This is an optimization exercise on Yosys and OpenROAD, whose aim is small area, a short achievable clock period and few clock cycles, not a production implementation.
Only simulation tests tie the RTL to the original design; equivalence was not proved.

### design/flow/flow/run.sh
#!/bin/bash
# The standard layout, with timing repair aimed at a 3.6 ns period: the clock
# stays at the design's period, repair_timing is only told to keep a 6.4 ns
# setup margin, without gate cloning (clones overloaded some nets).
# Every step's output goes to its own log here.
set -e
export SETUP_SLACK_MARGIN=6.4
export SKIP_GATE_CLONING=1
bash standard.sh > standard.log 2>&1
### design/flow/standard.sh
#!/bin/bash
# synth_recipe.tcl (not shown) runs the flow's synth.tcl, then flattens the netlist and writes it again
# the make line also repeats each setting of config.mk as NAME=value (left out here)
make -C /OpenROAD-flow-scripts/flow DESIGN_CONFIG=/design/flow/config.mk WORK_HOME=/design/flow/orfs CLKGATE_MAP_FILE= SYNTH_SCRIPT=/design/flow/synth_recipe.tcl "${@:-finish}"
### design/flow/design.v
module FFT_TOP #(
    parameter N = 32,
    word_size = 16
) (
    input wire clk, reset, en,
    input wire input_valid, receiver_ready,
    input wire [word_size*2-1: 0] i_input_sample1, i_input_sample2,
    output wire output_valid,
    output wire [word_size*2-1: 0] o_output_sample1, o_output_sample2
);
localparam S_IN = 2'd0, S_COMP = 2'd1, S_OUT = 2'd2;
reg [1:0] state;
reg [3:0] in_cnt;
reg [5:0] q;             
reg [4:0] out_m;         
reg direct;              
reg [2:0] drain;
reg rr_r;                
function [1:0] bank_of;
    input [4:0] a;
    bank_of = {a[1] ^ a[3] ^ a[4], a[0] ^ a[2] ^ a[4]};
endfunction
function [4:0] rotl5;
    input [4:0] x;
    input [2:0] s;
    case (s)
        3'd0: rotl5 = x;
        3'd1: rotl5 = {x[3:0], x[4]};
        3'd2: rotl5 = {x[2:0], x[4:3]};
        3'd3: rotl5 = {x[1:0], x[4:2]};
        default: rotl5 = {x[0], x[4:1]};
    endcase
endfunction
wire comp = (state == S_COMP);
wire pre = (state == S_IN) && (in_cnt >= 4'd7) && (in_cnt != 4'd15);
wire [2:0] t0 = in_cnt[2:0] + 3'd1;                       
wire issuing = comp || pre;
wire [2:0] s = pre ? 3'd0 : (q < 6'd24) ? {1'b0, q[4:3]} + 3'd1 : 3'd4;
wire [2:0] i3 = pre ? {t0[0], t0[1], t0[2]} : (q < 6'd24) ? q[2:0] : q[2:0] - 3'd2;    
wire slot_v = pre || (comp && !(q == 6'd24 || q == 6'd25));
reg [4:0] aP1, aP2, aQ1, aQ2;
reg [3:0] twP, twQ;
always @(*) begin
    if (s == 3'd4) begin
        aP1 = {1'b0, i3, 1'b0};
        aP2 = {1'b1, i3, 1'b0};
        aQ1 = {1'b0, i3, 1'b1};
        aQ2 = {1'b1, i3, 1'b1};
        twP = {i3, 1'b0};
        twQ = {i3, 1'b1};
    end else begin
        aP1 = rotl5({1'b0, i3, 1'b0}, s);
        aQ1 = rotl5({1'b1, i3, 1'b0}, s);
        aP2 = aP1 | (5'd1 << s);
        aQ2 = aQ1 | (5'd1 << s);
        case (s)
            3'd0: begin twP = 4'd0;              twQ = 4'd0; end
            3'd1: begin twP = 4'd0;              twQ = 4'd8; end
            3'd2: begin twP = {1'b0, i3[2], 2'b0}; twQ = {1'b1, i3[2], 2'b0}; end
            default: begin twP = {1'b0, i3[2:1], 1'b0}; twQ = {1'b1, i3[2:1], 1'b0}; end
        endcase
    end
end
wire d_beat, m_beat, d_first;
reg [4:0] out_m_n;
always @(*) begin
    out_m_n = out_m;
    if (d_beat)
        out_m_n = d_first ? (rr_r ? 5'd1 : 5'd0) : (direct ? out_m + 5'd1 : out_m);
    if (m_beat)
        out_m_n = (out_m[3:0] == 4'd15) ? 5'd0 : out_m + 5'd1;
end
wire [4:0] oa1 = {out_m_n[3:0], 1'b0};
wire [4:0] oa2 = {out_m_n[3:0], 1'b1};
wire [4:0] ad0 = issuing ? aP1 : oa1;
wire [4:0] ad1 = issuing ? aP2 : oa2;
wire [4:0] ad2 = aQ1;
wire [4:0] ad3 = aQ2;
wire [1:0] bk0 = bank_of(ad0), bk1 = bank_of(ad1), bk2 = bank_of(ad2), bk3 = bank_of(ad3);
reg [1:0] g_src0, g_src1, g_src2, g_src3;    
reg [1:0] g_op0, g_op1, g_op2, g_op3;        
reg [2:0] g_ix0, g_ix1, g_ix2, g_ix3;        
reg [3:0] g_twP, g_twQ;
reg g_l4, g_v, g_pre;
reg [2:0] g_i;
function [1:0] op_in;        
    input [1:0] b, k0, k1, k2, k3;
    op_in = (k0 == b) ? 2'd0 : (k1 == b) ? 2'd1 : (k2 == b) ? 2'd2 : 2'd3;
endfunction
function [2:0] ix_in;
    input [1:0] b, k0, k1, k2, k3;
    input [4:0] x0, x1, x2, x3;
    ix_in = (k0 == b) ? x0[4:2] : (k1 == b) ? x1[4:2] : (k2 == b) ? x2[4:2] : x3[4:2];
endfunction
always @(posedge clk) begin
    g_src0 <= bk0; g_src1 <= bk1; g_src2 <= bk2; g_src3 <= bk3;
    g_op0 <= op_in(2'd0, bk0, bk1, bk2, bk3);
    g_op1 <= op_in(2'd1, bk0, bk1, bk2, bk3);
    g_op2 <= op_in(2'd2, bk0, bk1, bk2, bk3);
    g_op3 <= op_in(2'd3, bk0, bk1, bk2, bk3);
    g_ix0 <= ix_in(2'd0, bk0, bk1, bk2, bk3, ad0, ad1, ad2, ad3);
    g_ix1 <= ix_in(2'd1, bk0, bk1, bk2, bk3, ad0, ad1, ad2, ad3);
    g_ix2 <= ix_in(2'd2, bk0, bk1, bk2, bk3, ad0, ad1, ad2, ad3);
    g_ix3 <= ix_in(2'd3, bk0, bk1, bk2, bk3, ad0, ad1, ad2, ad3);
    g_twP <= twP;
    g_twQ <= twQ;
    g_l4 <= (s == 3'd4);
    g_i <= i3;
    g_pre <= pre;
end
reg [31:0] bank0 [0:7];
reg [31:0] bank1 [0:7];
reg [31:0] bank2 [0:7];
reg [31:0] bank3 [0:7];
function [71:0] tw_digits;       
    input [3:0] k;
    case (k)
        4'd0: tw_digits = {24'h400005, 24'h000000, 24'h000000};
        4'd1: tw_digits = {24'h42ac71, 24'h195070, 24'h0b1150};
        4'd2: tw_digits = {24'h556200, 24'ha45009, 24'h34102d};
        4'd3: tw_digits = {24'h56e568, 24'ha31188, 24'h2150a8};
        4'd4: tw_digits = {24'h2adc01, 24'hb89405, 24'h2adc01};
        4'd5: tw_digits = {24'h2150a8, 24'hc4ac48, 24'h56e568};
        4'd6: tw_digits = {24'h34102d, 24'hc72a00, 24'h556200};
        4'd7: tw_digits = {24'h0b1030, 24'hc0e555, 24'h42ac71};
        4'd8: tw_digits = {24'h000000, 24'hc00001, 24'h400005};
        4'd9: tw_digits = {24'h195070, 24'hc0e555, 24'h42ac71};
        4'd10: tw_digits = {24'ha45009, 24'hc72a00, 24'h556200};
        4'd11: tw_digits = {24'ha31188, 24'hc4ac48, 24'h56e568};
        4'd12: tw_digits = {24'hb89405, 24'hb89405, 24'h2adc01};
        4'd13: tw_digits = {24'hc4ac48, 24'ha31188, 24'h2150a8};
        4'd14: tw_digits = {24'hc72a00, 24'ha45009, 24'h34102d};
        default: tw_digits = {24'hc0e555, 24'h195070, 24'h0b1150};
    endcase
endfunction
wire [31:0] rd0 = bank0[g_ix0];
wire [31:0] rd1 = bank1[g_ix1];
wire [31:0] rd2 = bank2[g_ix2];
wire [31:0] rd3 = bank3[g_ix3];
function [31:0] pick;
    input [1:0] b;
    input [31:0] x0, x1, x2, x3;
    case (b)
        2'd0: pick = x0;
        2'd1: pick = x1;
        2'd2: pick = x2;
        default: pick = x3;
    endcase
endfunction
wire [31:0] rAP = pick(g_src0, rd0, rd1, rd2, rd3);
wire [31:0] rBP = g_pre ? i_input_sample1 : pick(g_src1, rd0, rd1, rd2, rd3);
wire [31:0] rAQ = pick(g_src2, rd0, rd1, rd2, rd3);
wire [31:0] rBQ = g_pre ? i_input_sample2 : pick(g_src3, rd0, rd1, rd2, rd3);
wire [71:0] dgP = tw_digits(g_twP);
wire [71:0] dgQ = tw_digits(g_twQ);
wire [31:0] outP1, outP2, outQ1, outQ2;
bfu bfP (.clk(clk), .A(rAP), .B(rBP), .dr(dgP[71:48]), .di(dgP[47:24]), .dn(dgP[23:0]),
    .out1(outP1), .out2(outP2));
bfu bfQ (.clk(clk), .A(rAQ), .B(rBQ), .dr(dgQ[71:48]), .di(dgQ[47:24]), .dn(dgQ[23:0]),
    .out1(outQ1), .out2(outQ2));
reg r_v, k_v, m_v;
reg r_l4, k_l4, m_l4;
reg [2:0] r_i, k_i, m_i;
reg [1:0] r_op0, r_op1, r_op2, r_op3, k_op0, k_op1, k_op2, k_op3, m_op0, m_op1, m_op2, m_op3;
reg [2:0] r_ix0, r_ix1, r_ix2, r_ix3, k_ix0, k_ix1, k_ix2, k_ix3, m_ix0, m_ix1, m_ix2, m_ix3;
always @(posedge clk) begin
    r_l4 <= g_l4; k_l4 <= r_l4; m_l4 <= k_l4;
    r_i <= g_i; k_i <= r_i; m_i <= k_i;
    r_op0 <= g_op0; r_op1 <= g_op1; r_op2 <= g_op2; r_op3 <= g_op3;
    k_op0 <= r_op0; k_op1 <= r_op1; k_op2 <= r_op2; k_op3 <= r_op3;
    m_op0 <= k_op0; m_op1 <= k_op1; m_op2 <= k_op2; m_op3 <= k_op3;
    r_ix0 <= g_ix0; r_ix1 <= g_ix1; r_ix2 <= g_ix2; r_ix3 <= g_ix3;
    k_ix0 <= r_ix0; k_ix1 <= r_ix1; k_ix2 <= r_ix2; k_ix3 <= r_ix3;
    m_ix0 <= k_ix0; m_ix1 <= k_ix1; m_ix2 <= k_ix2; m_ix3 <= k_ix3;
end
wire [3:0] in_a = {in_cnt[0], in_cnt[1], in_cnt[2], in_cnt[3]};
wire [1:0] inb1 = bank_of({1'b0, in_a});
wire [1:0] inb2 = bank_of({1'b1, in_a});
wire in_phase = (state == S_IN) && !in_cnt[3];
function [31:0] wsel;
    input in_ph;
    input [1:0] b, inb1, op;
    input [31:0] s1, s2, p1, p2, q1, q2;
    if (in_ph)
        wsel = (inb1 == b) ? s1 : s2;
    else
        wsel = pick(op, p1, p2, q1, q2);
endfunction
wire [31:0] wd0 = wsel(in_phase, 2'd0, inb1, m_op0, i_input_sample1, i_input_sample2, outP1, outP2, outQ1, outQ2);
wire [31:0] wd1 = wsel(in_phase, 2'd1, inb1, m_op1, i_input_sample1, i_input_sample2, outP1, outP2, outQ1, outQ2);
wire [31:0] wd2 = wsel(in_phase, 2'd2, inb1, m_op2, i_input_sample1, i_input_sample2, outP1, outP2, outQ1, outQ2);
wire [31:0] wd3 = wsel(in_phase, 2'd3, inb1, m_op3, i_input_sample1, i_input_sample2, outP1, outP2, outQ1, outQ2);
wire [2:0] in_ix1 = {1'b0, in_a[3:2]};
wire [2:0] in_ix2 = {1'b1, in_a[3:2]};
wire we0 = in_phase ? (inb1 == 2'd0 || inb2 == 2'd0) : m_v;
wire we1 = in_phase ? (inb1 == 2'd1 || inb2 == 2'd1) : m_v;
wire we2 = in_phase ? (inb1 == 2'd2 || inb2 == 2'd2) : m_v;
wire we3 = in_phase ? (inb1 == 2'd3 || inb2 == 2'd3) : m_v;
wire [2:0] wi0 = in_phase ? ((inb1 == 2'd0) ? in_ix1 : in_ix2) : m_ix0;
wire [2:0] wi1 = in_phase ? ((inb1 == 2'd1) ? in_ix1 : in_ix2) : m_ix1;
wire [2:0] wi2 = in_phase ? ((inb1 == 2'd2) ? in_ix1 : in_ix2) : m_ix2;
wire [2:0] wi3 = in_phase ? ((inb1 == 2'd3) ? in_ix1 : in_ix2) : m_ix3;
always @(posedge clk) begin
    if (we0) bank0[wi0] <= wd0;
    if (we1) bank1[wi1] <= wd1;
    if (we2) bank2[wi2] <= wd2;
    if (we3) bank3[wi3] <= wd3;
end
reg [31:0] o1, o2;
reg ov;
assign output_valid = ov;
assign o_output_sample1 = o1;
assign o_output_sample2 = o2;
assign d_beat = m_v && m_l4;                  
assign d_first = (m_i == 3'd0);
assign m_beat = (state == S_OUT) && (drain == 3'd0) && rr_r;
always @(posedge clk) begin
    o1 <= d_beat ? outP1 : rAP;
    o2 <= d_beat ? outQ1 : rBP;
end
always @(posedge clk or posedge reset) begin
    if (reset) begin
        state <= S_IN;
        in_cnt <= 4'd0;
        q <= 6'd0;
        out_m <= 5'd0;
        direct <= 1'b0;
        drain <= 3'd0;
        rr_r <= 1'b0;
        g_v <= 1'b0; r_v <= 1'b0; k_v <= 1'b0; m_v <= 1'b0;
        ov <= 1'b0;
    end else begin
        rr_r <= receiver_ready;
        out_m <= out_m_n;
        g_v <= slot_v;
        r_v <= g_v;
        k_v <= r_v;
        m_v <= k_v;
        ov <= 1'b0;
        case (state)
            S_IN: begin
                if (input_valid) begin
                    in_cnt <= in_cnt + 4'd1;
                    if (in_cnt == 4'd15) begin
                        state <= S_COMP;
                        q <= 6'd0;
                    end
                end
            end
            S_COMP: begin
                q <= q + 6'd1;
                if (q == 6'd33) begin
                    state <= S_OUT;
                    drain <= 3'd4;
                end
            end
            default: ;
        endcase
        if (d_beat) begin
            if (d_first) begin
                direct <= rr_r;
                ov <= rr_r;
            end else
                ov <= direct;
        end
        if (state == S_OUT) begin
            if (drain != 3'd0)
                drain <= drain - 3'd1;
            else if (rr_r) begin
                ov <= 1'b1;
                if (out_m[3:0] == 4'd15)
                    state <= S_IN;
            end
        end
    end
end
endmodule
module bfu (
    input wire clk,
    input wire [31:0] A, B,
    input wire [23:0] dr, di, dn,
    output wire [31:0] out1, out2
);
reg [31:0] r_A, r_B;
reg [23:0] r_dr0, r_dr1, r_di, r_dn;
always @(posedge clk) begin
    r_A <= A;
    r_B <= B;
    r_dr0 <= dr;
    r_dr1 <= dr;
    r_di <= di;
    r_dn <= dn;
end
function [17:0] pprow;
    input [15:0] x;
    input [2:0] d;
    reg [16:0] m;
    begin
        m = d[0] ? {x[15], x} : (d[1] ? {x, 1'b0} : 17'd0);
        pprow = {~(m[16] ^ d[2]), m ^ {17{d[2]}}};
    end
endfunction
localparam [30:0] KROW = 31'h00004000 - 31'h55540000;
wire [15:0] Br = r_B[31:16], Bi = r_B[15:0];
wire [31*19-1:0] re_rows, im_rows;
genvar gi;
generate
    for (gi = 0; gi < 8; gi = gi + 1) begin : pp
        wire [2:0] cr0 = r_dr0[3*gi+2:3*gi];
        wire [2:0] cr1 = r_dr1[3*gi+2:3*gi];
        wire [2:0] ci = r_di[3*gi+2:3*gi];
        wire [2:0] cn = r_dn[3*gi+2:3*gi];                      
        wire [48:0] sr0 = {31'd0, pprow(Br, cr0)} << (2*gi);    
        wire [48:0] sr1 = {31'd0, pprow(Bi, cn)} << (2*gi);     
        wire [48:0] si0 = {31'd0, pprow(Bi, cr1)} << (2*gi);    
        wire [48:0] si1 = {31'd0, pprow(Br, ci)} << (2*gi);     
        assign re_rows[31*(2*gi)+30:31*(2*gi)] = sr0[30:0];
        assign re_rows[31*(2*gi+1)+30:31*(2*gi+1)] = sr1[30:0];
        assign im_rows[31*(2*gi)+30:31*(2*gi)] = si0[30:0];
        assign im_rows[31*(2*gi+1)+30:31*(2*gi+1)] = si1[30:0];
        assign re_rows[31*16+2*gi+1:31*16+2*gi] = {1'b0, cr0[2]};
        assign re_rows[31*17+2*gi+1:31*17+2*gi] = {1'b0, cn[2]};
        assign im_rows[31*16+2*gi+1:31*16+2*gi] = {1'b0, cr1[2]};
        assign im_rows[31*17+2*gi+1:31*17+2*gi] = {1'b0, ci[2]};
    end
endgenerate
assign re_rows[31*17-1:31*16+16] = 15'd0;
assign re_rows[31*18-1:31*17+16] = 15'd0;
assign im_rows[31*17-1:31*16+16] = 15'd0;
assign im_rows[31*18-1:31*17+16] = 15'd0;
assign re_rows[31*19-1:31*18] = KROW;
assign im_rows[31*19-1:31*18] = KROW;
wire [31*4-1:0] re_r4, im_r4;
dadda19to4 re_tree (.rows(re_rows), .o(re_r4));
dadda19to4 im_tree (.rows(im_rows), .o(im_r4));
reg [31*4-1:0] k_re, k_im;
reg [31:0] k_A;
always @(posedge clk) begin
    k_re <= re_r4;
    k_im <= im_r4;
    k_A <= r_A;
end
wire [30:0] re_s, re_c, im_s, im_c;
csa_4to2 re_tree2 (.rows(k_re), .s(re_s), .c(re_c));
csa_4to2 im_tree2 (.rows(k_im), .s(im_s), .c(im_c));
wire [30:0] Rs = re_s + re_c;
wire [30:0] Is = im_s + im_c;
reg [31:0] m_T, m_A;
always @(posedge clk) begin
    m_T <= {Rs[30:15], Is[30:15]};
    m_A <= k_A;
end
wire [15:0] Tr = m_T[31:16], Ti = m_T[15:0];
wire [15:0] Ar = m_A[31:16], Ai = m_A[15:0];
assign out1 = {Ar + Tr, Ai + Ti};
assign out2 = {Ar - Tr, Ai - Ti};
endmodule
module csa_4to2 (
    input wire [31*4-1:0] rows,
    output wire [30:0] s, c
);
function [61:0] csa;
    input [30:0] a, b, d;
    begin
        csa[30:0] = a ^ b ^ d;
        csa[61:31] = {(a[29:0] & b[29:0]) | (a[29:0] & d[29:0]) | (b[29:0] & d[29:0]), 1'b0};
    end
endfunction
wire [61:0] l5_0 = csa(rows[30:0], rows[61:31], rows[92:62]);
wire [61:0] l6_0 = csa(l5_0[30:0], l5_0[61:31], rows[123:93]);
assign s = l6_0[30:0];
assign c = l6_0[61:31];
endmodule
module dadda19to4 (
    input wire [31*19-1:0] rows,
    output wire [31*4-1:0] o
);
wire h0_s = rows[10] ^ rows[41];
wire h0_c = rows[10] & rows[41];
wire f1_s = rows[12] ^ rows[43] ^ rows[74];
wire f1_c = (rows[12] & rows[43]) | (rows[12] & rows[74]) | (rows[43] & rows[74]);
wire h2_s = rows[105] ^ rows[136];
wire h2_c = rows[105] & rows[136];
wire f3_s = rows[13] ^ rows[44] ^ rows[75];
wire f3_c = (rows[13] & rows[44]) | (rows[13] & rows[75]) | (rows[44] & rows[75]);
wire h4_s = rows[106] ^ rows[137];
wire h4_c = rows[106] & rows[137];
wire f5_s = rows[14] ^ rows[45] ^ rows[76];
wire f5_c = (rows[14] & rows[45]) | (rows[14] & rows[76]) | (rows[45] & rows[76]);
wire f6_s = rows[107] ^ rows[138] ^ rows[169];
wire f6_c = (rows[107] & rows[138]) | (rows[107] & rows[169]) | (rows[138] & rows[169]);
wire f7_s = rows[200] ^ rows[231] ^ rows[262];
wire f7_c = (rows[200] & rows[231]) | (rows[200] & rows[262]) | (rows[231] & rows[262]);
wire f8_s = rows[293] ^ rows[324] ^ rows[355];
wire f8_c = (rows[293] & rows[324]) | (rows[293] & rows[355]) | (rows[324] & rows[355]);
wire f9_s = rows[15] ^ rows[46] ^ rows[77];
wire f9_c = (rows[15] & rows[46]) | (rows[15] & rows[77]) | (rows[46] & rows[77]);
wire f10_s = rows[108] ^ rows[139] ^ rows[170];
wire f10_c = (rows[108] & rows[139]) | (rows[108] & rows[170]) | (rows[139] & rows[170]);
wire f11_s = rows[201] ^ rows[232] ^ rows[263];
wire f11_c = (rows[201] & rows[232]) | (rows[201] & rows[263]) | (rows[232] & rows[263]);
wire h12_s = rows[294] ^ rows[325];
wire h12_c = rows[294] & rows[325];
wire f13_s = rows[16] ^ rows[47] ^ rows[78];
wire f13_c = (rows[16] & rows[47]) | (rows[16] & rows[78]) | (rows[47] & rows[78]);
wire f14_s = rows[109] ^ rows[140] ^ rows[171];
wire f14_c = (rows[109] & rows[140]) | (rows[109] & rows[171]) | (rows[140] & rows[171]);
wire f15_s = rows[202] ^ rows[233] ^ rows[264];
wire f15_c = (rows[202] & rows[233]) | (rows[202] & rows[264]) | (rows[233] & rows[264]);
wire h16_s = rows[295] ^ rows[326];
wire h16_c = rows[295] & rows[326];
wire f17_s = rows[17] ^ rows[48] ^ rows[79];
wire f17_c = (rows[17] & rows[48]) | (rows[17] & rows[79]) | (rows[48] & rows[79]);
wire f18_s = rows[110] ^ rows[141] ^ rows[172];
wire f18_c = (rows[110] & rows[141]) | (rows[110] & rows[172]) | (rows[141] & rows[172]);
wire f19_s = rows[203] ^ rows[234] ^ rows[265];
wire f19_c = (rows[203] & rows[234]) | (rows[203] & rows[265]) | (rows[234] & rows[265]);
wire h20_s = rows[296] ^ rows[327];
wire h20_c = rows[296] & rows[327];
wire f21_s = rows[80] ^ rows[111] ^ rows[142];
wire f21_c = (rows[80] & rows[111]) | (rows[80] & rows[142]) | (rows[111] & rows[142]);
wire f22_s = rows[173] ^ rows[204] ^ rows[235];
wire f22_c = (rows[173] & rows[204]) | (rows[173] & rows[235]) | (rows[204] & rows[235]);
wire f23_s = rows[266] ^ rows[297] ^ rows[328];
wire f23_c = (rows[266] & rows[297]) | (rows[266] & rows[328]) | (rows[297] & rows[328]);
wire f24_s = rows[81] ^ rows[112] ^ rows[143];
wire f24_c = (rows[81] & rows[112]) | (rows[81] & rows[143]) | (rows[112] & rows[143]);
wire f25_s = rows[174] ^ rows[205] ^ rows[236];
wire f25_c = (rows[174] & rows[205]) | (rows[174] & rows[236]) | (rows[205] & rows[236]);
wire h26_s = rows[267] ^ rows[298];
wire h26_c = rows[267] & rows[298];
wire f27_s = rows[144] ^ rows[175] ^ rows[206];
wire f27_c = (rows[144] & rows[175]) | (rows[144] & rows[206]) | (rows[175] & rows[206]);
wire h28_s = rows[145] ^ rows[176];
wire h28_c = rows[145] & rows[176];
wire h29_s = rows[6] ^ rows[37];
wire h29_c = rows[6] & rows[37];
wire f30_s = rows[8] ^ rows[39] ^ rows[70];
wire f30_c = (rows[8] & rows[39]) | (rows[8] & rows[70]) | (rows[39] & rows[70]);
wire h31_s = rows[101] ^ rows[132];
wire h31_c = rows[101] & rows[132];
wire f32_s = rows[9] ^ rows[40] ^ rows[71];
wire f32_c = (rows[9] & rows[40]) | (rows[9] & rows[71]) | (rows[40] & rows[71]);
wire h33_s = rows[102] ^ rows[133];
wire h33_c = rows[102] & rows[133];
wire f34_s = h0_s ^ rows[72] ^ rows[103];
wire f34_c = (h0_s & rows[72]) | (h0_s & rows[103]) | (rows[72] & rows[103]);
wire f35_s = rows[134] ^ rows[165] ^ rows[196];
wire f35_c = (rows[134] & rows[165]) | (rows[134] & rows[196]) | (rows[165] & rows[196]);
wire f36_s = rows[227] ^ rows[258] ^ rows[289];
wire f36_c = (rows[227] & rows[258]) | (rows[227] & rows[289]) | (rows[258] & rows[289]);
wire f37_s = rows[11] ^ rows[42] ^ rows[73];
wire f37_c = (rows[11] & rows[42]) | (rows[11] & rows[73]) | (rows[42] & rows[73]);
wire f38_s = rows[104] ^ rows[135] ^ rows[166];
wire f38_c = (rows[104] & rows[135]) | (rows[104] & rows[166]) | (rows[135] & rows[166]);
wire f39_s = rows[197] ^ rows[228] ^ rows[259];
wire f39_c = (rows[197] & rows[228]) | (rows[197] & rows[259]) | (rows[228] & rows[259]);
wire h40_s = rows[290] ^ rows[321];
wire h40_c = rows[290] & rows[321];
wire f41_s = f1_s ^ h2_s ^ rows[167];
wire f41_c = (f1_s & h2_s) | (f1_s & rows[167]) | (h2_s & rows[167]);
wire f42_s = rows[198] ^ rows[229] ^ rows[260];
wire f42_c = (rows[198] & rows[229]) | (rows[198] & rows[260]) | (rows[229] & rows[260]);
wire f43_s = rows[291] ^ rows[322] ^ rows[353];
wire f43_c = (rows[291] & rows[322]) | (rows[291] & rows[353]) | (rows[322] & rows[353]);
wire f44_s = rows[384] ^ rows[415] ^ rows[508];
wire f44_c = (rows[384] & rows[415]) | (rows[384] & rows[508]) | (rows[415] & rows[508]);
wire f45_s = f3_s ^ h4_s ^ rows[168];
wire f45_c = (f3_s & h4_s) | (f3_s & rows[168]) | (h4_s & rows[168]);
wire f46_s = rows[199] ^ rows[230] ^ rows[261];
wire f46_c = (rows[199] & rows[230]) | (rows[199] & rows[261]) | (rows[230] & rows[261]);
wire f47_s = rows[292] ^ rows[323] ^ rows[354];
wire f47_c = (rows[292] & rows[323]) | (rows[292] & rows[354]) | (rows[323] & rows[354]);
wire f48_s = rows[385] ^ rows[416] ^ f1_c;
wire f48_c = (rows[385] & rows[416]) | (rows[385] & f1_c) | (rows[416] & f1_c);
wire f49_s = f5_s ^ f6_s ^ f7_s;
wire f49_c = (f5_s & f6_s) | (f5_s & f7_s) | (f6_s & f7_s);
wire f50_s = f8_s ^ rows[386] ^ rows[417];
wire f50_c = (f8_s & rows[386]) | (f8_s & rows[417]) | (rows[386] & rows[417]);
wire f51_s = rows[448] ^ rows[479] ^ rows[510];
wire f51_c = (rows[448] & rows[479]) | (rows[448] & rows[510]) | (rows[479] & rows[510]);
wire f52_s = rows[541] ^ 1'b1 ^ f3_c;
wire f52_c = (rows[541] & 1'b1) | (rows[541] & f3_c) | (1'b1 & f3_c);
wire f53_s = f9_s ^ f10_s ^ f11_s;
wire f53_c = (f9_s & f10_s) | (f9_s & f11_s) | (f10_s & f11_s);
wire f54_s = h12_s ^ rows[356] ^ rows[387];
wire f54_c = (h12_s & rows[356]) | (h12_s & rows[387]) | (rows[356] & rows[387]);
wire f55_s = rows[418] ^ rows[449] ^ rows[480];
wire f55_c = (rows[418] & rows[449]) | (rows[418] & rows[480]) | (rows[449] & rows[480]);
wire f56_s = f5_c ^ f6_c ^ f7_c;
wire f56_c = (f5_c & f6_c) | (f5_c & f7_c) | (f6_c & f7_c);
wire f57_s = f13_s ^ f14_s ^ f15_s;
wire f57_c = (f13_s & f14_s) | (f13_s & f15_s) | (f14_s & f15_s);
wire f58_s = h16_s ^ rows[357] ^ rows[388];
wire f58_c = (h16_s & rows[357]) | (h16_s & rows[388]) | (rows[357] & rows[388]);
wire f59_s = rows[419] ^ rows[450] ^ rows[481];
wire f59_c = (rows[419] & rows[450]) | (rows[419] & rows[481]) | (rows[450] & rows[481]);
wire f60_s = f9_c ^ f10_c ^ f11_c;
wire f60_c = (f9_c & f10_c) | (f9_c & f11_c) | (f10_c & f11_c);
wire f61_s = f17_s ^ f18_s ^ f19_s;
wire f61_c = (f17_s & f18_s) | (f17_s & f19_s) | (f18_s & f19_s);
wire f62_s = h20_s ^ rows[358] ^ rows[389];
wire f62_c = (h20_s & rows[358]) | (h20_s & rows[389]) | (rows[358] & rows[389]);
wire f63_s = rows[420] ^ rows[451] ^ rows[482];
wire f63_c = (rows[420] & rows[451]) | (rows[420] & rows[482]) | (rows[451] & rows[482]);
wire f64_s = f13_c ^ f14_c ^ f15_c;
wire f64_c = (f13_c & f14_c) | (f13_c & f15_c) | (f14_c & f15_c);
wire f65_s = f21_s ^ f22_s ^ f23_s;
wire f65_c = (f21_s & f22_s) | (f21_s & f23_s) | (f22_s & f23_s);
wire f66_s = rows[359] ^ rows[390] ^ rows[421];
wire f66_c = (rows[359] & rows[390]) | (rows[359] & rows[421]) | (rows[390] & rows[421]);
wire f67_s = rows[452] ^ rows[483] ^ 1'b1;
wire f67_c = (rows[452] & rows[483]) | (rows[452] & 1'b1) | (rows[483] & 1'b1);
wire f68_s = f17_c ^ f18_c ^ f19_c;
wire f68_c = (f17_c & f18_c) | (f17_c & f19_c) | (f18_c & f19_c);
wire f69_s = f24_s ^ f25_s ^ h26_s;
wire f69_c = (f24_s & f25_s) | (f24_s & h26_s) | (f25_s & h26_s);
wire f70_s = rows[329] ^ rows[360] ^ rows[391];
wire f70_c = (rows[329] & rows[360]) | (rows[329] & rows[391]) | (rows[360] & rows[391]);
wire f71_s = rows[422] ^ rows[453] ^ rows[484];
wire f71_c = (rows[422] & rows[453]) | (rows[422] & rows[484]) | (rows[453] & rows[484]);
wire f72_s = 1'b1 ^ f21_c ^ f22_c;
wire f72_c = (1'b1 & f21_c) | (1'b1 & f22_c) | (f21_c & f22_c);
wire f73_s = f27_s ^ rows[237] ^ rows[268];
wire f73_c = (f27_s & rows[237]) | (f27_s & rows[268]) | (rows[237] & rows[268]);
wire f74_s = rows[299] ^ rows[330] ^ rows[361];
wire f74_c = (rows[299] & rows[330]) | (rows[299] & rows[361]) | (rows[330] & rows[361]);
wire f75_s = rows[392] ^ rows[423] ^ rows[454];
wire f75_c = (rows[392] & rows[423]) | (rows[392] & rows[454]) | (rows[423] & rows[454]);
wire f76_s = rows[485] ^ f24_c ^ f25_c;
wire f76_c = (rows[485] & f24_c) | (rows[485] & f25_c) | (f24_c & f25_c);
wire f77_s = h28_s ^ rows[207] ^ rows[238];
wire f77_c = (h28_s & rows[207]) | (h28_s & rows[238]) | (rows[207] & rows[238]);
wire f78_s = rows[269] ^ rows[300] ^ rows[331];
wire f78_c = (rows[269] & rows[300]) | (rows[269] & rows[331]) | (rows[300] & rows[331]);
wire f79_s = rows[362] ^ rows[393] ^ rows[424];
wire f79_c = (rows[362] & rows[393]) | (rows[362] & rows[424]) | (rows[393] & rows[424]);
wire f80_s = rows[455] ^ rows[486] ^ 1'b1;
wire f80_c = (rows[455] & rows[486]) | (rows[455] & 1'b1) | (rows[486] & 1'b1);
wire f81_s = rows[208] ^ rows[239] ^ rows[270];
wire f81_c = (rows[208] & rows[239]) | (rows[208] & rows[270]) | (rows[239] & rows[270]);
wire f82_s = rows[301] ^ rows[332] ^ rows[363];
wire f82_c = (rows[301] & rows[332]) | (rows[301] & rows[363]) | (rows[332] & rows[363]);
wire f83_s = rows[394] ^ rows[425] ^ rows[456];
wire f83_c = (rows[394] & rows[425]) | (rows[394] & rows[456]) | (rows[425] & rows[456]);
wire f84_s = rows[209] ^ rows[240] ^ rows[271];
wire f84_c = (rows[209] & rows[240]) | (rows[209] & rows[271]) | (rows[240] & rows[271]);
wire f85_s = rows[302] ^ rows[333] ^ rows[364];
wire f85_c = (rows[302] & rows[333]) | (rows[302] & rows[364]) | (rows[333] & rows[364]);
wire h86_s = rows[395] ^ rows[426];
wire h86_c = rows[395] & rows[426];
wire f87_s = rows[272] ^ rows[303] ^ rows[334];
wire f87_c = (rows[272] & rows[303]) | (rows[272] & rows[334]) | (rows[303] & rows[334]);
wire h88_s = rows[273] ^ rows[304];
wire h88_c = rows[273] & rows[304];
wire f89_s = rows[4] ^ rows[35] ^ rows[66];
wire f89_c = (rows[4] & rows[35]) | (rows[4] & rows[66]) | (rows[35] & rows[66]);
wire h90_s = rows[5] ^ rows[36];
wire h90_c = rows[5] & rows[36];
wire f91_s = h29_s ^ rows[68] ^ rows[99];
wire f91_c = (h29_s & rows[68]) | (h29_s & rows[99]) | (rows[68] & rows[99]);
wire f92_s = rows[130] ^ rows[161] ^ rows[192];
wire f92_c = (rows[130] & rows[161]) | (rows[130] & rows[192]) | (rows[161] & rows[192]);
wire f93_s = rows[7] ^ rows[38] ^ rows[69];
wire f93_c = (rows[7] & rows[38]) | (rows[7] & rows[69]) | (rows[38] & rows[69]);
wire f94_s = rows[100] ^ rows[131] ^ rows[162];
wire f94_c = (rows[100] & rows[131]) | (rows[100] & rows[162]) | (rows[131] & rows[162]);
wire h95_s = rows[193] ^ rows[224];
wire h95_c = rows[193] & rows[224];
wire f96_s = f30_s ^ h31_s ^ rows[163];
wire f96_c = (f30_s & h31_s) | (f30_s & rows[163]) | (h31_s & rows[163]);
wire f97_s = rows[194] ^ rows[225] ^ rows[256];
wire f97_c = (rows[194] & rows[225]) | (rows[194] & rows[256]) | (rows[225] & rows[256]);
wire f98_s = rows[287] ^ rows[504] ^ rows[535];
wire f98_c = (rows[287] & rows[504]) | (rows[287] & rows[535]) | (rows[504] & rows[535]);
wire f99_s = f32_s ^ h33_s ^ rows[164];
wire f99_c = (f32_s & h33_s) | (f32_s & rows[164]) | (h33_s & rows[164]);
wire f100_s = rows[195] ^ rows[226] ^ rows[257];
wire f100_c = (rows[195] & rows[226]) | (rows[195] & rows[257]) | (rows[226] & rows[257]);
wire f101_s = rows[288] ^ f30_c ^ h31_c;
wire f101_c = (rows[288] & f30_c) | (rows[288] & h31_c) | (f30_c & h31_c);
wire f102_s = f34_s ^ f35_s ^ f36_s;
wire f102_c = (f34_s & f35_s) | (f34_s & f36_s) | (f35_s & f36_s);
wire f103_s = rows[320] ^ rows[351] ^ rows[506];
wire f103_c = (rows[320] & rows[351]) | (rows[320] & rows[506]) | (rows[351] & rows[506]);
wire f104_s = rows[537] ^ f32_c ^ h33_c;
wire f104_c = (rows[537] & f32_c) | (rows[537] & h33_c) | (f32_c & h33_c);
wire f105_s = f37_s ^ f38_s ^ f39_s;
wire f105_c = (f37_s & f38_s) | (f37_s & f39_s) | (f38_s & f39_s);
wire f106_s = h40_s ^ rows[352] ^ h0_c;
wire f106_c = (h40_s & rows[352]) | (h40_s & h0_c) | (rows[352] & h0_c);
wire f107_s = f34_c ^ f35_c ^ f36_c;
wire f107_c = (f34_c & f35_c) | (f34_c & f36_c) | (f35_c & f36_c);
wire f108_s = f41_s ^ f42_s ^ f43_s;
wire f108_c = (f41_s & f42_s) | (f41_s & f43_s) | (f42_s & f43_s);
wire f109_s = f44_s ^ rows[539] ^ f37_c;
wire f109_c = (f44_s & rows[539]) | (f44_s & f37_c) | (rows[539] & f37_c);
wire f110_s = f38_c ^ f39_c ^ h40_c;
wire f110_c = (f38_c & f39_c) | (f38_c & h40_c) | (f39_c & h40_c);
wire f111_s = f45_s ^ f46_s ^ f47_s;
wire f111_c = (f45_s & f46_s) | (f45_s & f47_s) | (f46_s & f47_s);
wire f112_s = f48_s ^ h2_c ^ f41_c;
wire f112_c = (f48_s & h2_c) | (f48_s & f41_c) | (h2_c & f41_c);
wire f113_s = f42_c ^ f43_c ^ f44_c;
wire f113_c = (f42_c & f43_c) | (f42_c & f44_c) | (f43_c & f44_c);
wire f114_s = f49_s ^ f50_s ^ f51_s;
wire f114_c = (f49_s & f50_s) | (f49_s & f51_s) | (f50_s & f51_s);
wire f115_s = f52_s ^ h4_c ^ f45_c;
wire f115_c = (f52_s & h4_c) | (f52_s & f45_c) | (h4_c & f45_c);
wire f116_s = f46_c ^ f47_c ^ f48_c;
wire f116_c = (f46_c & f47_c) | (f46_c & f48_c) | (f47_c & f48_c);
wire f117_s = f53_s ^ f54_s ^ f55_s;
wire f117_c = (f53_s & f54_s) | (f53_s & f55_s) | (f54_s & f55_s);
wire f118_s = f56_s ^ f8_c ^ f49_c;
wire f118_c = (f56_s & f8_c) | (f56_s & f49_c) | (f8_c & f49_c);
wire f119_s = f50_c ^ f51_c ^ f52_c;
wire f119_c = (f50_c & f51_c) | (f50_c & f52_c) | (f51_c & f52_c);
wire f120_s = f57_s ^ f58_s ^ f59_s;
wire f120_c = (f57_s & f58_s) | (f57_s & f59_s) | (f58_s & f59_s);
wire f121_s = f60_s ^ h12_c ^ f53_c;
wire f121_c = (f60_s & h12_c) | (f60_s & f53_c) | (h12_c & f53_c);
wire f122_s = f54_c ^ f55_c ^ f56_c;
wire f122_c = (f54_c & f55_c) | (f54_c & f56_c) | (f55_c & f56_c);
wire f123_s = f61_s ^ f62_s ^ f63_s;
wire f123_c = (f61_s & f62_s) | (f61_s & f63_s) | (f62_s & f63_s);
wire f124_s = f64_s ^ h16_c ^ f57_c;
wire f124_c = (f64_s & h16_c) | (f64_s & f57_c) | (h16_c & f57_c);
wire f125_s = f58_c ^ f59_c ^ f60_c;
wire f125_c = (f58_c & f59_c) | (f58_c & f60_c) | (f59_c & f60_c);
wire f126_s = f65_s ^ f66_s ^ f67_s;
wire f126_c = (f65_s & f66_s) | (f65_s & f67_s) | (f66_s & f67_s);
wire f127_s = f68_s ^ h20_c ^ f61_c;
wire f127_c = (f68_s & h20_c) | (f68_s & f61_c) | (h20_c & f61_c);
wire f128_s = f62_c ^ f63_c ^ f64_c;
wire f128_c = (f62_c & f63_c) | (f62_c & f64_c) | (f63_c & f64_c);
wire f129_s = f69_s ^ f70_s ^ f71_s;
wire f129_c = (f69_s & f70_s) | (f69_s & f71_s) | (f70_s & f71_s);
wire f130_s = f72_s ^ f23_c ^ f65_c;
wire f130_c = (f72_s & f23_c) | (f72_s & f65_c) | (f23_c & f65_c);
wire f131_s = f66_c ^ f67_c ^ f68_c;
wire f131_c = (f66_c & f67_c) | (f66_c & f68_c) | (f67_c & f68_c);
wire f132_s = f73_s ^ f74_s ^ f75_s;
wire f132_c = (f73_s & f74_s) | (f73_s & f75_s) | (f74_s & f75_s);
wire f133_s = f76_s ^ h26_c ^ f69_c;
wire f133_c = (f76_s & h26_c) | (f76_s & f69_c) | (h26_c & f69_c);
wire f134_s = f70_c ^ f71_c ^ f72_c;
wire f134_c = (f70_c & f71_c) | (f70_c & f72_c) | (f71_c & f72_c);
wire f135_s = f77_s ^ f78_s ^ f79_s;
wire f135_c = (f77_s & f78_s) | (f77_s & f79_s) | (f78_s & f79_s);
wire f136_s = f80_s ^ f27_c ^ f73_c;
wire f136_c = (f80_s & f27_c) | (f80_s & f73_c) | (f27_c & f73_c);
wire f137_s = f74_c ^ f75_c ^ f76_c;
wire f137_c = (f74_c & f75_c) | (f74_c & f76_c) | (f75_c & f76_c);
wire f138_s = f81_s ^ f82_s ^ f83_s;
wire f138_c = (f81_s & f82_s) | (f81_s & f83_s) | (f82_s & f83_s);
wire f139_s = rows[487] ^ h28_c ^ f77_c;
wire f139_c = (rows[487] & h28_c) | (rows[487] & f77_c) | (h28_c & f77_c);
wire f140_s = f78_c ^ f79_c ^ f80_c;
wire f140_c = (f78_c & f79_c) | (f78_c & f80_c) | (f79_c & f80_c);
wire f141_s = f84_s ^ f85_s ^ h86_s;
wire f141_c = (f84_s & f85_s) | (f84_s & h86_s) | (f85_s & h86_s);
wire f142_s = rows[457] ^ rows[488] ^ 1'b1;
wire f142_c = (rows[457] & rows[488]) | (rows[457] & 1'b1) | (rows[488] & 1'b1);
wire f143_s = f81_c ^ f82_c ^ f83_c;
wire f143_c = (f81_c & f82_c) | (f81_c & f83_c) | (f82_c & f83_c);
wire f144_s = f87_s ^ rows[365] ^ rows[396];
wire f144_c = (f87_s & rows[365]) | (f87_s & rows[396]) | (rows[365] & rows[396]);
wire f145_s = rows[427] ^ rows[458] ^ rows[489];
wire f145_c = (rows[427] & rows[458]) | (rows[427] & rows[489]) | (rows[458] & rows[489]);
wire f146_s = f84_c ^ f85_c ^ h86_c;
wire f146_c = (f84_c & f85_c) | (f84_c & h86_c) | (f85_c & h86_c);
wire f147_s = h88_s ^ rows[335] ^ rows[366];
wire f147_c = (h88_s & rows[335]) | (h88_s & rows[366]) | (rows[335] & rows[366]);
wire f148_s = rows[397] ^ rows[428] ^ rows[459];
wire f148_c = (rows[397] & rows[428]) | (rows[397] & rows[459]) | (rows[428] & rows[459]);
wire f149_s = rows[490] ^ 1'b1 ^ f87_c;
wire f149_c = (rows[490] & 1'b1) | (rows[490] & f87_c) | (1'b1 & f87_c);
wire f150_s = rows[336] ^ rows[367] ^ rows[398];
wire f150_c = (rows[336] & rows[367]) | (rows[336] & rows[398]) | (rows[367] & rows[398]);
wire f151_s = rows[429] ^ rows[460] ^ rows[491];
wire f151_c = (rows[429] & rows[460]) | (rows[429] & rows[491]) | (rows[460] & rows[491]);
wire f152_s = rows[337] ^ rows[368] ^ rows[399];
wire f152_c = (rows[337] & rows[368]) | (rows[337] & rows[399]) | (rows[368] & rows[399]);
wire h153_s = rows[430] ^ rows[461];
wire h153_c = rows[430] & rows[461];
wire f154_s = rows[2] ^ rows[33] ^ rows[64];
wire f154_c = (rows[2] & rows[33]) | (rows[2] & rows[64]) | (rows[33] & rows[64]);
wire h155_s = rows[3] ^ rows[34];
wire h155_c = rows[3] & rows[34];
wire f156_s = f89_s ^ rows[97] ^ rows[128];
wire f156_c = (f89_s & rows[97]) | (f89_s & rows[128]) | (rows[97] & rows[128]);
wire h157_s = rows[159] ^ rows[500];
wire h157_c = rows[159] & rows[500];
wire f158_s = h90_s ^ rows[67] ^ rows[98];
wire f158_c = (h90_s & rows[67]) | (h90_s & rows[98]) | (rows[67] & rows[98]);
wire f159_s = rows[129] ^ rows[160] ^ f89_c;
wire f159_c = (rows[129] & rows[160]) | (rows[129] & f89_c) | (rows[160] & f89_c);
wire f160_s = f91_s ^ f92_s ^ rows[223];
wire f160_c = (f91_s & f92_s) | (f91_s & rows[223]) | (f92_s & rows[223]);
wire f161_s = rows[502] ^ rows[533] ^ h90_c;
wire f161_c = (rows[502] & rows[533]) | (rows[502] & h90_c) | (rows[533] & h90_c);
wire f162_s = f93_s ^ f94_s ^ h95_s;
wire f162_c = (f93_s & f94_s) | (f93_s & h95_s) | (f94_s & h95_s);
wire f163_s = h29_c ^ f91_c ^ f92_c;
wire f163_c = (h29_c & f91_c) | (h29_c & f92_c) | (f91_c & f92_c);
wire f164_s = f96_s ^ f97_s ^ f98_s;
wire f164_c = (f96_s & f97_s) | (f96_s & f98_s) | (f97_s & f98_s);
wire f165_s = f93_c ^ f94_c ^ h95_c;
wire f165_c = (f93_c & f94_c) | (f93_c & h95_c) | (f94_c & h95_c);
wire f166_s = f99_s ^ f100_s ^ f101_s;
wire f166_c = (f99_s & f100_s) | (f99_s & f101_s) | (f100_s & f101_s);
wire f167_s = f96_c ^ f97_c ^ f98_c;
wire f167_c = (f96_c & f97_c) | (f96_c & f98_c) | (f97_c & f98_c);
wire f168_s = f102_s ^ f103_s ^ f104_s;
wire f168_c = (f102_s & f103_s) | (f102_s & f104_s) | (f103_s & f104_s);
wire f169_s = f99_c ^ f100_c ^ f101_c;
wire f169_c = (f99_c & f100_c) | (f99_c & f101_c) | (f100_c & f101_c);
wire f170_s = f105_s ^ f106_s ^ f107_s;
wire f170_c = (f105_s & f106_s) | (f105_s & f107_s) | (f106_s & f107_s);
wire f171_s = f102_c ^ f103_c ^ f104_c;
wire f171_c = (f102_c & f103_c) | (f102_c & f104_c) | (f103_c & f104_c);
wire f172_s = f108_s ^ f109_s ^ f110_s;
wire f172_c = (f108_s & f109_s) | (f108_s & f110_s) | (f109_s & f110_s);
wire f173_s = f105_c ^ f106_c ^ f107_c;
wire f173_c = (f105_c & f106_c) | (f105_c & f107_c) | (f106_c & f107_c);
wire f174_s = f111_s ^ f112_s ^ f113_s;
wire f174_c = (f111_s & f112_s) | (f111_s & f113_s) | (f112_s & f113_s);
wire f175_s = f108_c ^ f109_c ^ f110_c;
wire f175_c = (f108_c & f109_c) | (f108_c & f110_c) | (f109_c & f110_c);
wire f176_s = f114_s ^ f115_s ^ f116_s;
wire f176_c = (f114_s & f115_s) | (f114_s & f116_s) | (f115_s & f116_s);
wire f177_s = f111_c ^ f112_c ^ f113_c;
wire f177_c = (f111_c & f112_c) | (f111_c & f113_c) | (f112_c & f113_c);
wire f178_s = f117_s ^ f118_s ^ f119_s;
wire f178_c = (f117_s & f118_s) | (f117_s & f119_s) | (f118_s & f119_s);
wire f179_s = f114_c ^ f115_c ^ f116_c;
wire f179_c = (f114_c & f115_c) | (f114_c & f116_c) | (f115_c & f116_c);
wire f180_s = f120_s ^ f121_s ^ f122_s;
wire f180_c = (f120_s & f121_s) | (f120_s & f122_s) | (f121_s & f122_s);
wire f181_s = f117_c ^ f118_c ^ f119_c;
wire f181_c = (f117_c & f118_c) | (f117_c & f119_c) | (f118_c & f119_c);
wire f182_s = f123_s ^ f124_s ^ f125_s;
wire f182_c = (f123_s & f124_s) | (f123_s & f125_s) | (f124_s & f125_s);
wire f183_s = f120_c ^ f121_c ^ f122_c;
wire f183_c = (f120_c & f121_c) | (f120_c & f122_c) | (f121_c & f122_c);
wire f184_s = f126_s ^ f127_s ^ f128_s;
wire f184_c = (f126_s & f127_s) | (f126_s & f128_s) | (f127_s & f128_s);
wire f185_s = f123_c ^ f124_c ^ f125_c;
wire f185_c = (f123_c & f124_c) | (f123_c & f125_c) | (f124_c & f125_c);
wire f186_s = f129_s ^ f130_s ^ f131_s;
wire f186_c = (f129_s & f130_s) | (f129_s & f131_s) | (f130_s & f131_s);
wire f187_s = f126_c ^ f127_c ^ f128_c;
wire f187_c = (f126_c & f127_c) | (f126_c & f128_c) | (f127_c & f128_c);
wire f188_s = f132_s ^ f133_s ^ f134_s;
wire f188_c = (f132_s & f133_s) | (f132_s & f134_s) | (f133_s & f134_s);
wire f189_s = f129_c ^ f130_c ^ f131_c;
wire f189_c = (f129_c & f130_c) | (f129_c & f131_c) | (f130_c & f131_c);
wire f190_s = f135_s ^ f136_s ^ f137_s;
wire f190_c = (f135_s & f136_s) | (f135_s & f137_s) | (f136_s & f137_s);
wire f191_s = f132_c ^ f133_c ^ f134_c;
wire f191_c = (f132_c & f133_c) | (f132_c & f134_c) | (f133_c & f134_c);
wire f192_s = f138_s ^ f139_s ^ f140_s;
wire f192_c = (f138_s & f139_s) | (f138_s & f140_s) | (f139_s & f140_s);
wire f193_s = f135_c ^ f136_c ^ f137_c;
wire f193_c = (f135_c & f136_c) | (f135_c & f137_c) | (f136_c & f137_c);
wire f194_s = f141_s ^ f142_s ^ f143_s;
wire f194_c = (f141_s & f142_s) | (f141_s & f143_s) | (f142_s & f143_s);
wire f195_s = f138_c ^ f139_c ^ f140_c;
wire f195_c = (f138_c & f139_c) | (f138_c & f140_c) | (f139_c & f140_c);
wire f196_s = f144_s ^ f145_s ^ f146_s;
wire f196_c = (f144_s & f145_s) | (f144_s & f146_s) | (f145_s & f146_s);
wire f197_s = f141_c ^ f142_c ^ f143_c;
wire f197_c = (f141_c & f142_c) | (f141_c & f143_c) | (f142_c & f143_c);
wire f198_s = f147_s ^ f148_s ^ f149_s;
wire f198_c = (f147_s & f148_s) | (f147_s & f149_s) | (f148_s & f149_s);
wire f199_s = f144_c ^ f145_c ^ f146_c;
wire f199_c = (f144_c & f145_c) | (f144_c & f146_c) | (f145_c & f146_c);
wire f200_s = f150_s ^ f151_s ^ h88_c;
wire f200_c = (f150_s & f151_s) | (f150_s & h88_c) | (f151_s & h88_c);
wire f201_s = f147_c ^ f148_c ^ f149_c;
wire f201_c = (f147_c & f148_c) | (f147_c & f149_c) | (f148_c & f149_c);
wire f202_s = f152_s ^ h153_s ^ rows[492];
wire f202_c = (f152_s & h153_s) | (f152_s & rows[492]) | (h153_s & rows[492]);
wire f203_s = 1'b1 ^ f150_c ^ f151_c;
wire f203_c = (1'b1 & f150_c) | (1'b1 & f151_c) | (f150_c & f151_c);
wire f204_s = rows[400] ^ rows[431] ^ rows[462];
wire f204_c = (rows[400] & rows[431]) | (rows[400] & rows[462]) | (rows[431] & rows[462]);
wire f205_s = rows[493] ^ f152_c ^ h153_c;
wire f205_c = (rows[493] & f152_c) | (rows[493] & h153_c) | (f152_c & h153_c);
wire f206_s = rows[401] ^ rows[432] ^ rows[463];
wire f206_c = (rows[401] & rows[432]) | (rows[401] & rows[463]) | (rows[432] & rows[463]);
wire h207_s = rows[494] ^ 1'b1;
wire h207_c = rows[494] & 1'b1;
assign o[30:0] = {rows[464], f206_s, f204_s, f202_s, f200_s, f198_s, f196_s, f194_s, f192_s, f190_s, f188_s, f186_s, f184_s, f182_s, f180_s, f178_s, f176_s, f174_s, f172_s, f170_s, f168_s, f166_s, f164_s, f162_s, f160_s, f158_s, f156_s, h155_s, f154_s, rows[1], rows[0]};
assign o[61:31] = {rows[495], h207_s, f205_s, f203_s, f201_s, f199_s, f197_s, f195_s, f193_s, f191_s, f189_s, f187_s, f185_s, f183_s, f181_s, f179_s, f177_s, f175_s, f173_s, f171_s, f169_s, f167_s, f165_s, f163_s, f161_s, f159_s, h157_s, rows[65], rows[95], rows[32], rows[31]};
assign o[92:62] = {f206_c, f204_c, f202_c, f200_c, f198_c, f196_c, f194_c, f192_c, f190_c, f188_c, f186_c, f184_c, f182_c, f180_c, f178_c, f176_c, f174_c, f172_c, f170_c, f168_c, f166_c, f164_c, f162_c, f160_c, f158_c, f156_c, rows[531], rows[96], rows[498], 1'b0, rows[496]};
assign o[123:93] = {h207_c, f205_c, f203_c, f201_c, f199_c, f197_c, f195_c, f193_c, f191_c, f189_c, f187_c, f185_c, f183_c, f181_c, f179_c, f177_c, f175_c, f173_c, f171_c, f169_c, f167_c, f165_c, f163_c, f161_c, f159_c, h157_c, h155_c, f154_c, rows[529], 1'b0, rows[527]};
endmodule
### design/flow/config.mk
export PLATFORM = sky130hd
export DESIGN_NAME = FFT_TOP
export DESIGN_NICKNAME = FFT_TOP
export VERILOG_FILES = /design/flow/design.v
export SDC_FILE = /design/flow/constraint.sdc
export NUM_CORES = 4
export LEC_CHECK = 0
export CAP_MARGIN = 20
export CORE_MARGIN = 2
export CORE_UTILIZATION = 40
export SLEW_MARGIN = 20
### design/flow/constraint.sdc
create_clock -name core_clock -period 10.0 [get_ports {clk}]
set_input_delay 2.0000 -clock core_clock [delete_from_list [all_inputs] [get_ports {clk}]]
set_output_delay 2.0000 -clock core_clock [all_outputs]
set_load 0.01 [all_outputs]
==> out/metrics.cfg, run 1 <==
[outcome]
status = no timing/DRC/antenna violations

[critical_path]
worstSetupEndpointType = flop
crit_chain = fa_1 -> fa_1 -> ha_1 -> a211o_1 -> a21oi_2 -> a221o_2 -> or4_4 -> a211oi_4 -> o31a_1 -> o21a_1 -> nor2_2 -> xnor2_2
crit_arrival_ps = 4860
crit_family = compound AO/OA/AOI/OAI gates
critical_path_buf_inv_count = 0
setup.worst_path.class = flop to flop
cp-start-kind = flop
crit_path_frequent_cell = fa_1
cp.required_ps = 10810
cp_slowest_stage_delay_ps = 600
critPathMaxFanout = 4
cpMaxStageDelayCell = or4_4

[cts]
clock_latency_ps = 940
cts.clk_slew.worst_paths_ps = 60
cts_buffers = 225
hold_buffers = 0
cts_sinks = 2085
htreeDepth = 4
clockRootBuffer = clkbuf_16
cts_tree = built
clock_path_buffers = 4

[finish]
drive_gt1_share_pct = 18.0
syn_to_final_growth_pct = 14.3
mostFrequentLayoutCells = edfxtp_1, nand2_1, dfxtp_1
fill_cells = 27500
layout.cells.most_common = edfxtp_1
fin_nets = 11600

[drt]
wl_per_cell_um = 27.6
drt_pass1_iterations = 9
vias = 82900
routed_via_density = 5.66
drt-total-wl_mm = 405
drtIter0Drc = 8420
drc_errors = 0
ant_nets = 0

[logic_synthesis]
synthArstFlopShare_pct = 1.25
yosysWarningCount = 3
syn_avg_cell_area_um2 = 11.9
synth_edf_count = 1024
syn_nets = 11600
netlist_area_um2 = 122000
ys.flop_type = dfxtp_1
synth_seq_area_share_pct = 42.6
synth-seq-cells = 2085
synth_cell_types = 111
syn-instance-count = 10200

[grt]
grt_pass1_vias = 84400
grt_usage_pct = 25.8
grt_max_degree = 70
grt_pass1_wl_mm = 585
grt.overflow.total = 0
antenna_found_initial = 58

[timing]
rsz0062_at_grt = true
finalHoldViolCount = 0
final_max_slew_viol_count = 0
worst_pin_slew_ps = 1320
period_minus_slack_ps = 4050
holdWs_ps = 270
max_freq_ghz = 0.247
setup_slack_ps = 5950
setup_viol = 0
tns_ps = 0
post-route-period-util_pct = 40.5
relSlewSlack_pct = 11.7
fin_skew_ps = 134

[place]
globalplace.congestion = 0.966
dp_hpwl_mm = 286
io_buffers = 132
place_ws_ps = 5240

[hold_path]
hp-class = flop to flop

[floorplanning]
die_h_um = 557
initial_core_util_pct = 40.1
core_area_um2 = 305000
fp.dieW_um = 557
die_area_um2 = 310000
top_level_ports = 134
num_rows = 203

[run]
drv_cap = 0

per-stage QoR:
step / util [%] / cell area, um2 / instances
floorplan: - / 122000 / 10200
global placement: 41.9 / 128000 / 14000
detailed placement: 41.9 / 128000 / 14000
CTS: 45.1 / 138000 / 14500
global route: 45.8 / 140000 / 14600
finish: 45.8 / 140000 / 14600
final timing paths:
kind / cells past startpoint / to / slack, ps / from
worst min register to register: 0 / bfP.m_A[28] / 270 / bfP.k_A[28]
min in group asynchronous: 2 / rr_r / 1590 / reset
max in group asynchronous: 2 / q[3] / 7950 / reset
worst max-delay path: 12 / bfQ.m_T[29] / 5950 / bfQ.k_re[11]
worst min-delay path: 0 / bfP.m_A[28] / 270 / bfP.k_A[28]
worst max register to register: 12 / bfQ.m_T[29] / 5950 / bfQ.k_re[11]
routing by layer:
layer,vias up,global-route usage [%],wire (um)
li1,35300,-,-
met1,42300,33.6,158000
met2,4099,41.0,186000
met3,1085,4.88,35900
met4,22,13.6,24400
met5,-,0,146
cell type report:
type,instances,area (um2),share of cell area (%)
multi-input cells,6637,66600,47.7
inverters,815,3070,2.19
clock buffers,306,6340,4.54
flip-flops and latches,2085,52300,37.4
well taps,4100,5130,3.67
repair buffers,470,4660,3.33
clock inverters,116,1370,0.978
diodes,114,285,0.204
registers in the layout (all words and copies together), names as in the netlist, 22 cells and up:
signal     cells
bfQ.k_A       32
bank3        256
bfP.k_im     117
bank1        256
bfQ.r_dr0     22
bfP.m_A       32
bfP.m_T       32
bank2        256
bfQ.m_T       32
bfP.r_A       32
bfQ.k_re     122
bfP.k_re     116
bfP.r_B       32
bfP.k_A       32
bfQ.m_A       32
bfQ.r_B       32
bfQ.r_A       32
o1            32
bfQ.k_im     120
o2            32
bank0        256
cells in the mapped netlist (22+ instances only):
master	n	area share, %
ha_1	410	4.2
a21oi_1	316	1.3
mux2_2	255	2.3
buf_1	98	0.30
o21ai_0	555	2.3
inv_1	797	2.4
nor2_1	430	1.3
nor2b_1	93	0.48
xnor2_1	713	5.1
nand3_1	41	0.17
fa_1	869	14
nand2_1	1002	3.1
xor2_1	332	2.4
buf_2	30	0.12
a31oi_1	54	0.28
edfxtp_1	1024	25
a211oi_1	57	0.35
o211ai_1	59	0.36
clkbuf_1	569	1.7
mux4_2	445	8.2
nand2b_1	45	0.23
dfrtp_1	26	0.53
a21o_1	47	0.29
dfxtp_1	1035	17
or3_1	26	0.13
mux2i_1	174	1.4
o21bai_1	22	0.14
nor3_1	91	0.37
a21boi_0	118	0.72
o21a_1	22	0.14
a22oi_1	127	0.78
worst register-to-register path, cell delays in order, from the launching register on:
cell	delay [ps]
dfxtp_2	320
fa_1	590
fa_1	450
ha_1	310
a211o_1	140
a21oi_2	40
a221o_2	440
or4_4	610
a211oi_4	290
o31a_1	270
o21a_1	200
nor2_2	70
xnor2_2	220
cells by family after synthesis:
logic type / synth area share [%]
compound gates: 8.11
mux: 12.0
flops: 42.6
xor+xnor: 7.61
buf+inv: 4.74
fa+ha+maj: 18.4
simple gates: 6.54
what timing repair did:
action                                   CTS  global route
resized for setup                        387           255
pin swaps                                 65           102
endpoints found under the setup margin  1035           801
buffers inserted                          65            68
Testbench counts, summed over its fixed seeds: cycles 15,872.
==> run 2, diff against run 1 <==
--- a/design/flow/config.mk
+++ b/design/flow/config.mk
@@ -8,4 +8,4 @@
 export CAP_MARGIN = 20
 export CORE_MARGIN = 2
-export CORE_UTILIZATION = 40
+export CORE_UTILIZATION = 55
 export SLEW_MARGIN = 20
==> out/metrics.cfg, run 2 <==
[outcome]
status = no timing/DRC/antenna violations

[logic_synthesis]
netlist_area_um2 = 122000
yosysWarningCount = 3
syn-instance-count = 10200
syn_avg_cell_area_um2 = 11.9
synth_common_cells = dfxtp_1, edfxtp_1, nand2_1
synthArstFlopShare_pct = 1.25
synth_edf_count = 1024
yosys.area.top_type = edfxtp_1
synth.most_common_cell = dfxtp_1
synth_seq_area_share_pct = 42.6
synth-seq-cells = 2085
synth_area_leaders = edfxtp_1, dfxtp_1, fa_1
synth_cell_types = 111
synth.top_cell.area_share_pct = 25.1
ys.flop_type = dfxtp_1
syn_nets = 11600

[grt]
grt.overflow.total = 0
antenna_found_initial = 41
gr-max-usage-layer = met2
grt_max_degree = 128
grt_use_met2_pct = 55.8
gr-usage-met1_pct = 47.8
use_met3_pct = 8.07
grt_pass1_wl_mm = 578
grt_pass1_vias = 83500
grt_usage_pct = 35.7

[place]
io_buffers = 132
globalplace.congestion = 0.968
place_ws_ps = 5220
dp_hpwl_mm = 279

[run]
drv_cap = 0

[timing]
relSlewSlack_pct = 20.2
max_freq_ghz = 0.254
post-route-period-util_pct = 39.4
setup_slack_ps = 6060
tns_ps = 0
worst_pin_slew_ps = 1200
rsz0062_at_grt = true
period_minus_slack_ps = 3940
setup_viol = 0
fin_skew_ps = 83.6
finalHoldViolCount = 0
final_max_slew_viol_count = 0

[cts]
cts.clk_slew.worst_paths_ps = 60
cts_buffers = 215
hold_buffers = 0
cts_sinks = 2085
clock_path_buffers = 3
cts_tree = built
clock_latency_ps = 920
htreeDepth = 4
clockRootBuffer = clkbuf_16

[floorplanning]
die_area_um2 = 226000
top_level_ports = 134
initial_core_util_pct = 55.2
num_rows = 173
die_h_um = 476
fp.dieW_um = 476
core_area_um2 = 222000

[drt]
ant_nets = 0
vias = 82600
drt_pass1_iterations = 8
drt-total-wl_mm = 404
drtIter0Drc = 8861
routed_via_density = 6.16
drc_errors = 0
wl_per_cell_um = 30.1

[hold_path]
hp-class = flop to flop

[finish]
syn_to_final_growth_pct = 12.7
mostFrequentLayoutCells = edfxtp_1, nand2_1, dfxtp_1
drive_gt1_share_pct = 17.7
fin_nets = 11500
fill_cells = 17600
fin_util_pct = 62.2
layout.cells.most_common = edfxtp_1

[critical_path]
worstSetupEndpointType = flop
cpMaxStageDelayCell = fa_1
cp.required_ps = 10760
cp-start-kind = flop
crit_arrival_ps = 4700
crit_chain = fa_1 -> fa_1 -> ha_1 -> nand4b_1 -> a211o_1 -> o211a_4 -> or4_4 -> a211oi_4 -> o31a_1 -> o41a_1 -> a21oi_1 -> xnor2_1
critPathMaxFanout = 3
crit_path_frequent_cell = fa_1
setup.worst_path.class = flop to flop
cp_slowest_stage_delay_ps = 580

==> run 2: cell count changes in the layout (fill, tap and decap cells not counted), sizes merged <==
cell / previous run / this run
diode: 114 / 48
clkbuf: 313 / 299
dlygate4sd2: 59 / 62
inv: 821 / 816
clkdlybuf4s15: 5 / 3
clkinvlp: 14 / 12
buf: 332 / 312
bufinv: 21 / 22
==> run 2: worst max-delay path: cells and delay by family, from the launching register on <==
family | cells | cell delay (ps)
compound gates | 6 | 1370
flops | 1 | 320
simple gates | 2 | 610
fa+ha+maj | 3 | 1310
xor+xnor | 1 | 190
==> run 2: repair_timing <==
| action | in CTS | in global routing |
|---|---|---|
| pin swaps | 85 | 110 |
| gates resized for setup | 381 | 249 |
| endpoints found under the setup margin | 1348 | 1287 |
| buffers inserted | 57 | 48 |
| gates cloned | 0 | 0 |
==> run 2: routing by layer <==
layer	part of all wire, %	wire length (um)
met1	39	157000
met2	46	186000
met3	10	40300
met4	5.2	20900
met5	0.064	260
==> run 2: final cells by class <==
cell class	count	area [um2]	share of cell area, %
inverter	815	3080	2.23
clock buffer	296	6200	4.50
multi-input combinational	6637	66700	48.4
sequential	2085	52300	37.9
clock inverter	110	1470	1.07
antenna	48	120	0.0871
tap	2975	3720	2.70
timing repair buffer	447	4360	3.16
==> run 2: cell families (layout without fill, tap and decap cells) <==
logic type | Yosys count | in the layout | share of synthesized area, %
AOI/OAI and AO/OA | 1582 | 1582 | 8.11
buffers and inverters | 1521 | 1668 | 4.74
and+or+nand+nor | 1850 | 1850 | 6.54
other | 0 | 48 | 0
adders and majority gates | 1279 | 1279 | 18.4
xor gates and xnor gates | 1052 | 1052 | 7.61
muxes | 874 | 874 | 12.0
DFF | 2085 | 2085 | 42.6
==> run 2: final timing paths <==
kind	start	end	slack [ps]	cells after the start
worst max-delay path	bfQ.k_re[33]	bfQ.m_T[31]	6060	12
worst min-delay path	k_i[0]	m_i[0]	300	0
worst max register to register	bfQ.k_re[33]	bfQ.m_T[31]	6060	12
worst min register to register	k_i[0]	m_i[0]	300	0
max in group asynchronous	reset	q[3]	8000	2
min in group asynchronous	reset	ov	1550	2
==> run 2: through the flow <==
stage	hold WS (ps)	instances	instance area, um2
detailed placement	312	12900	127000
CTS	294	13300	136000
global route	320	13400	138000
floorplan	310	10200	122000
global placement	310	12900	127000
finish	301	13400	138000

-- separate check: timing with driven ports --
The flow's constraints put no driver on any port. The routed layouts listed below were extracted and timed again, unchanged, in two steps.
Step 1 (the two cells are an assumption about what drives the block):
set clk [get_ports {clk}]
set_driving_cell -lib_cell sky130_fd_sc_hd__clkbuf_16 $clk
set_driving_cell -lib_cell sky130_fd_sc_hd__buf_2 [delete_from_list [all_inputs] $clk]
Step 2 moves the port delays by t, midway between the first and last clock arrival at a register: inputs arrive t later, outputs are due t later. That takes back most of the time a late clock gives input paths.
a / b / c = no drivers / after step 1 / after step 2; a / b = the first two.
| run | t (ns) | setup slack, ns | hold WS [ns] | latest minus earliest clock arrival (ns) |
|---|---|---|---|---|
| run 1 | 0.981 | 5.954 / 5.954 / 5.649 | 0.270 / 0.270 / 0.270 | 0.138 / 0.138 |
| run 2 | 0.982 | 6.058 / 6.058 / 5.517 | 0.301 / 0.301 / 0.301 | 0.086 / 0.086 |
After both steps setup and hold are still met in every run listed. The setup slack of run 2, which loses most, moves by 0.000 ns with the drivers and by -0.541 ns with both steps.
